Context: an optimization exercise on an open-source flow, tuned for small area. The choices shown serve that exercise and are no tape-out recipe.
Only simulation tests tie the RTL to the original design; equivalence was not proved.

==> design.v <==
`timescale 1ns/1ps
module EdgeDetector(
	input Signal,
	input CLOCK_50,
	output reg Edge
	);
	reg CurrentInput, OneClockDelay;
	always @(posedge CLOCK_50) begin
		CurrentInput <= Signal;
		OneClockDelay <= CurrentInput;
	end
	always @(posedge CLOCK_50) begin
	 	Edge <= (CurrentInput & ~OneClockDelay) ? 1'b1 : 1'b0;
	end
endmodule
`timescale 1ns/1ps
module HEXDisplay(
	input [3:0] HexInput,
	output reg [7:0] DisplayOut
	);
	always @(*) begin
		case(HexInput)
			4'b0000: DisplayOut = ~8'b00111111;
			4'b0001: DisplayOut = ~8'b00000110;
			4'b0010: DisplayOut = ~8'b01011011;
			4'b0011: DisplayOut = ~8'b01001111;
			4'b0100: DisplayOut = ~8'b01100110;
			4'b0101: DisplayOut = ~8'b01101101;
			4'b0110: DisplayOut = ~8'b01111101;
			4'b0111: DisplayOut = ~8'b00000111;
			4'b1000: DisplayOut = ~8'b01111111;
			4'b1001: DisplayOut = ~8'b01100111;
			4'b1010: DisplayOut = ~8'b01110111;
			4'b1011: DisplayOut = ~8'b01111100;
			4'b1100: DisplayOut = ~8'b00111001;
			4'b1101: DisplayOut = ~8'b01011110;
			4'b1110: DisplayOut = ~8'b01111001;
			4'b1111: DisplayOut = ~8'b01110001;
			default: DisplayOut = ~8'b01101010;
		endcase
	end
endmodule
`timescale 1ns/1ps
module Timer_20_48us(
	input CLOCK_50, Reset,
	output reg [25:0] Count, Rollover
	);
	always @(posedge CLOCK_50) begin
		Rollover <= 1'b0;
		if (Reset) begin
			Count <= 26'b0;
			Rollover <= 1'b0;
		end else
			Count <= Count + 26'b1;
		if (Count >= 1024) begin
			Rollover <= 1'b1;
			Count <= 26'b0;
		end
	end
endmodule
`timescale 1ns/1ps
module BouncingLED(
	input CLOCK_50,
	input [2:0] KEY,
	output reg [9:0] LEDR,
	output [7:0] HEX0,
	output [7:0] HEX1,
	output [7:0] HEX2,
	output [7:0] HEX3
	);
	reg [1:0] KEY_sync, KEY_A, KEY_B;
	wire KEY_0, KEY_1;
	assign KEY_0 = KEY_sync[0];
	assign KEY_1 = KEY_sync[1];
	reg signed [31:0] velocity;
	localparam signed [31:0] delta_velocity_low = 32'sd3355; 
	localparam signed [31:0] delta_velocity_high = 32'sd3356; 
	reg [7:0] seconds_passed;
	wire time_step;
	reg time_step_reg;
	reg delta_switch_flag;
	wire [7:0] position_msb;
	assign position_msb = position[31:24];
	wire [7:0] velocity_msb;
	assign velocity_msb = velocity[31:24];
	localparam signed [31:0] FLOOR = 32'sd0;
	localparam signed [31:0] CEIL = 32'sd10;
	reg signed [31:0] position;
	always @(posedge CLOCK_50) begin
		KEY_sync <= KEY_B;
		KEY_B <= KEY_A;
		KEY_A <= KEY;
	end
	wire KEY_1_Edge;
	always @(posedge CLOCK_50) begin
		time_step_reg <= time_step;
		if (!KEY_0) begin  
			position <= 32'sd1000;
			velocity <= 32'sh03000000;
			delta_switch_flag <= 1'b0;
		end
		if (KEY_1_Edge)  
			velocity <= (velocity <= 32'sb0) ? 32'sh03000000 : velocity + 32'sh03000000;  
		if (time_step_reg) begin
			if (delta_switch_flag) begin
				velocity <= velocity - delta_velocity_low;
				delta_switch_flag <= !delta_switch_flag;
			end else begin
				velocity <= velocity - delta_velocity_high;
				delta_switch_flag <= ~delta_switch_flag;
			end
			position <= position + (velocity >>> 16);  
			if ((position <= FLOOR) && (velocity < 0)) begin
				velocity <= -((velocity >>> 2) * 3);  
				position <= 32'sh00000100;
			end
			if (position < 32'sb0)
				position <= 32'sb0;
			if ((position_msb >= CEIL) && (velocity > 0)) begin
				velocity <= -(velocity);
				position[31:24] <= CEIL - 1'b1;
			end
		end		
	end
	always @(*) begin  
		if (position < 32'sd1677721 * 1)
			LEDR[9:0] = 10'b0000000001;
		else if (position < 32'sd1677721 * 2)
			LEDR[9:0] = 10'b0000000010;
		else if (position < 32'sd1677721 * 3)
			LEDR[9:0] = 10'b0000000100;
		else if (position < 32'sd1677721 * 4)
			LEDR[9:0] = 10'b0000001000;
		else if (position < 32'sd1677721 * 5)
			LEDR[9:0] = 10'b0000010000;
		else if (position < 32'sd1677721 * 6)
			LEDR[9:0] = 10'b0000100000;
		else if (position < 32'sd1677721 * 7)
			LEDR[9:0] = 10'b0001000000;
		else if (position < 32'sd1677721 * 8)
			LEDR[9:0] = 10'b0010000000;
		else if (position < 32'sd1677721 * 9)
			LEDR[9:0] = 10'b0100000000;
		else
			LEDR[9:0] = 10'b1000000000;
	end
	EdgeDetector Key1_EdgeDetector(
		.CLOCK_50(CLOCK_50),
		.Signal(KEY_1),
		.Edge(KEY_1_Edge)
	);
	Timer_20_48us Timer_20_48us(
		.CLOCK_50(CLOCK_50),
		.Rollover(time_step),
		.Reset(!KEY[0])
		);
	HEXDisplay HEX0Display(
		.HexInput(position_msb[3:0]),
		.DisplayOut(HEX0)
		);
	HEXDisplay HEX1Display(
		.HexInput(position_msb[7:4]),
		.DisplayOut(HEX1)
		);
	HEXDisplay HEX2Display(
		.HexInput(velocity_msb[3:0]),
		.DisplayOut(HEX2)
		);
	HEXDisplay HEX3Display(
		.HexInput(velocity_msb[7:4]),
		.DisplayOut(HEX3)
		);
endmodule
==> run.sh <==
#!/bin/bash
# synth_recipe.tcl (not shown) runs the flow's synth.tcl, then flattens the netlist and writes it again
# the make line also repeats each setting of config.mk as NAME=value (left out here)
make -C /OpenROAD-flow-scripts/flow DESIGN_CONFIG=/design/flow/config.mk WORK_HOME=/design/flow/orfs CLKGATE_MAP_FILE= SYNTH_SCRIPT=/design/flow/synth_recipe.tcl finish
==> config.mk <==
export PLATFORM = sky130hd
export DESIGN_NAME = BouncingLED
export DESIGN_NICKNAME = BouncingLED
export VERILOG_FILES = /design/flow/design.v
export SDC_FILE = /design/flow/constraint.sdc
export NUM_CORES = 4
export LEC_CHECK = 0
export CAP_MARGIN = 20
export CORE_MARGIN = 2
export CORE_UTILIZATION = 40
export SLEW_MARGIN = 20
==> constraint.sdc <==
create_clock -name core_clock -period 10.0 [get_ports {CLOCK_50}]
set_input_delay 2.0000 -clock core_clock [delete_from_list [all_inputs] [get_ports {CLOCK_50}]]
set_output_delay 2.0000 -clock core_clock [all_outputs]
set_load 0.01 [all_outputs]
==> metrics.csv <==
stage;metric;value;unit
run_status;status;finished clean;
worst_setup_path;worstSetupPathType;register to output pin;
timing;min_period;5760;ps
global_route;track_usage;20.1;%
min_path;hold_depth;0;
worst_setup_path;cp_slowest_cell;or4b_2;
clock_network;clk_latency;430;ps
floorplan;die_h;181;microns
yosys;synth_seq_cells;130;
route;wl_met2;14.5;mm
yosys;synth_edf_count;65;
timing;worst_slew_pin_slew;1110;ps
worst_setup_path;timing.rr.start;velocity[5];
layout;syn2layout_area_growth;11.3;%
layout;drive_gt1_share;4.82;%
clock_network;numCtsBuffers;17;
clock_network;cts_tree;done;
yosys;syn_inst;1513;
clock_network;cts_max_level;4;
min_path;worstHoldStart;KEY_B[0];
route;routed.top_layer;met4;
worst_setup_path;worst_path_most_repeated_cell;nand3_1;
yosys;synth_area_leaders;ha_1, edfxtp_1, dfxtp_1, xnor2_1, nor2_1;
worst_setup_path;arrival;3760;ps
route;drt_first_iter_violations;918;
min_path;hp-class;register to register;
worst_setup_path;worst_r2r_endpoint;HEX2[1];
layout;layout.cells.non_filler;1952;
floorplan;coreArea;30700;sq um
timing;setup_violations;0;
min_path;whs_endpoint;KEY_sync[0];
yosys;synth_ff_type;edfxtp_1;
route;wl_per_cell;16.8;microns
clock_network;cts_resized;0;
route;route.detailed.drc;0;
layout;multi_input_area;8640;sq um
worst_setup_path;max_stage_delay;680;ps
route;viasPerCell;5.63;
yosys;synthDistinctLibCells;85;
layout;fin_nets;1734;
yosys;yosys.area.top_type_share;18.4;%
timing;max_freq;174;MHz
worst_setup_path;reg2regPathDepth;18;
timing;rsz0062_at_grt;no;
yosys;yosysWarnings;5;
yosys;synth_mux_area_share;1.48;%
layout;largestRegisters;position (32), velocity (32), Timer_20_48us.Count (26);
floorplan;rows;64;
route;ant_nets;0;
clock_network;post_cts_buffers;0;
route;first_pass_iters;5;
floorplan;design.die.area;32800;sq um
worst_setup_path;reg2reg_slack;4480;ps
timing;finalMaxSlewViolations;0;
yosys;synth_top_cell_by_area;ha_1;
layout;final_cell_mix;ha_1, nor2_1, inv_1;
timing;finalCritPeriodShare;57.6;%
layout;diodes;0;
layout;register_area;3250;sq um
worst_setup_path;crit_required;8000;ps
worst_setup_path;cp_max_fo;15;
timing;timing.final.hold_violations;0;
floorplan;io_pins;46;
clock_network;cts.clk_slew.worst_paths;60;ps
job;drv_cap;0;
yosys;yosysSeqAreaShare;25.9;%
worst_setup_path;worstSetupStartpointType;register;
clock_network;cts.path.max_buffers;2;
floorplan;die_x;181;microns
yosys;synth-xor-area-share;7.25;%
yosys;syn_area;12600;sq um
placement;io_buffers;40;
timing;fin_tns_setup;0;ps
global_route;antenna_found_initial;0;
clock_network;cts_hold_buf;0;
yosys;synthSimpleGateAreaFrac;18.1;%
route;drt-met1-wl;16.3;mm
layout;fill_cells;3017;
placement;post-place-cells;1920;
placement;gp_congestion;0.956;
route;vias;10984;
timing;skew;21.3;ps
worst_setup_path;cp_cell_sequence;or4_4 > or2_2 > or4b_2 > nand3_1 > nand3_1 > a211oi_1 > clkdlybuf4s50_1;
yosys;synthArstFlopShare;0;%
global_route;grt_first_pass_wirelength;53.9;mm
yosys;synth_compound_gate_area_share;22.5;%
global_route;grt_overflow;0;
route;wl_met3;1.47;mm
clock_network;root_buffer;clkbuf_16;
global_route;grt_max_degree;45;
global_route;grt_pass1_vias;10425;
route;drt_wl_total;32.7;mm
yosys;yosys.area_share.adder;18.8;%
yosys;synth_top_family_by_area;compound AO/OA/AOI/OAI gates;
timing;slew_headroom;25.8;%
yosys;syn_avg_cell_area;8.30;sq um
worst_setup_path;end_kind;output pin;
floorplan;initial_core_util;40.8;%
layout;final_common_cell;ha_1;
placement;hpwl;24.6;mm
clock_network;cts.sinks;130;
worst max-delay path: cells and delay by family, from the launching register on:
family	cells	cell delay (ps)
buf+inv	1	570
compound gates	1	250
simple gates	5	1890
flops	1	630
worst max-delay path by stage:
stage               slack, ps          from  cells after the start       to
detailed placement       4580   velocity[5]                     18  HEX2[1]
CTS                      4210  position[31]                      7  LEDR[4]
floorplan                5470  position[31]                      6  LEDR[4]
global placement         4580   velocity[5]                     18  HEX2[1]
global route             4050   velocity[5]                     18  HEX2[1]
finish                   4240  position[31]                      7  LEDR[4]
through the flow:
step	setup WS [ps]	hold slack [ps]	area [sq um]	util (%)
floorplan	5470	310	12600	-
global placement	4580	310	13400	43.6
detailed placement	4580	312	13400	43.6
CTS	4210	327	14000	45.5
global route	4050	335	14000	45.5
finish	4240	326	14000	45.5
final cells by class:
type,count,share of cell area (%)
Timing Repair Buffer,54,3.62
Tap cell,396,3.55
Clock inverter,15,1.14
Inverter,133,3.57
Clock buffer,17,3.04
Sequential cell,130,23.3
Multi-Input combinational cell,1207,61.8
synth_stat cells, types with 22 or more instances:
master / n
ha_1: 185
nor2_1: 140
inv_1: 132
nand2_1: 103
a21oi_1: 86
xnor2_1: 75
o21ai_0: 73
dfxtp_1: 65
edfxtp_1: 65
clkbuf_1: 47
nand3_1: 45
a21o_1: 38
nand4_1: 32
nor3_1: 32
xor2_1: 29
a211oi_1: 26
and3_1: 22
layer usage:
metal / vias to the layer above / GRT usage, %
met3: 29 / 3.08
met5: - / 0
met1: 5147 / 28.6
li1: 5546 / -
met4: 0 / 5.11
met2: 262 / 31.7
cell families after synthesis:
logic type,after synthesis
AOI/OAI and AO/OA,415
DFF,130
other,2
xor gates and xnor gates,104
muxes,18
buffers and inverters,193
adders and majority gates,187
and+or+nand+nor,464

==> static timing again, ports no longer ideal <==
No port has a modelled driver above. Below, the same layout with a new extraction and two added sets of constraints. Step 1, drivers: a clkbuf_16 drives CLOCK_50 and a buf_2 each remaining input, both assumed. Step 2 moves the port delays by t, midway between the first and last clock arrival at a register: inputs arrive t later, outputs are due t later. That takes back most of the time a late clock gives input paths. a / b / c = no drivers / after step 1 / after step 2; a / b = the first two.
t (ns): 0.471
slack for setup (ns): 4.240 / 4.190 / 4.484
worst setup path at the end: register to register
latest minus earliest clock arrival (ns): 0.021 / 0.021
After both steps setup and hold are still met in this run. For this run, drivers alone change the setup slack by -0.050 ns; drivers and shift together by +0.244 ns.
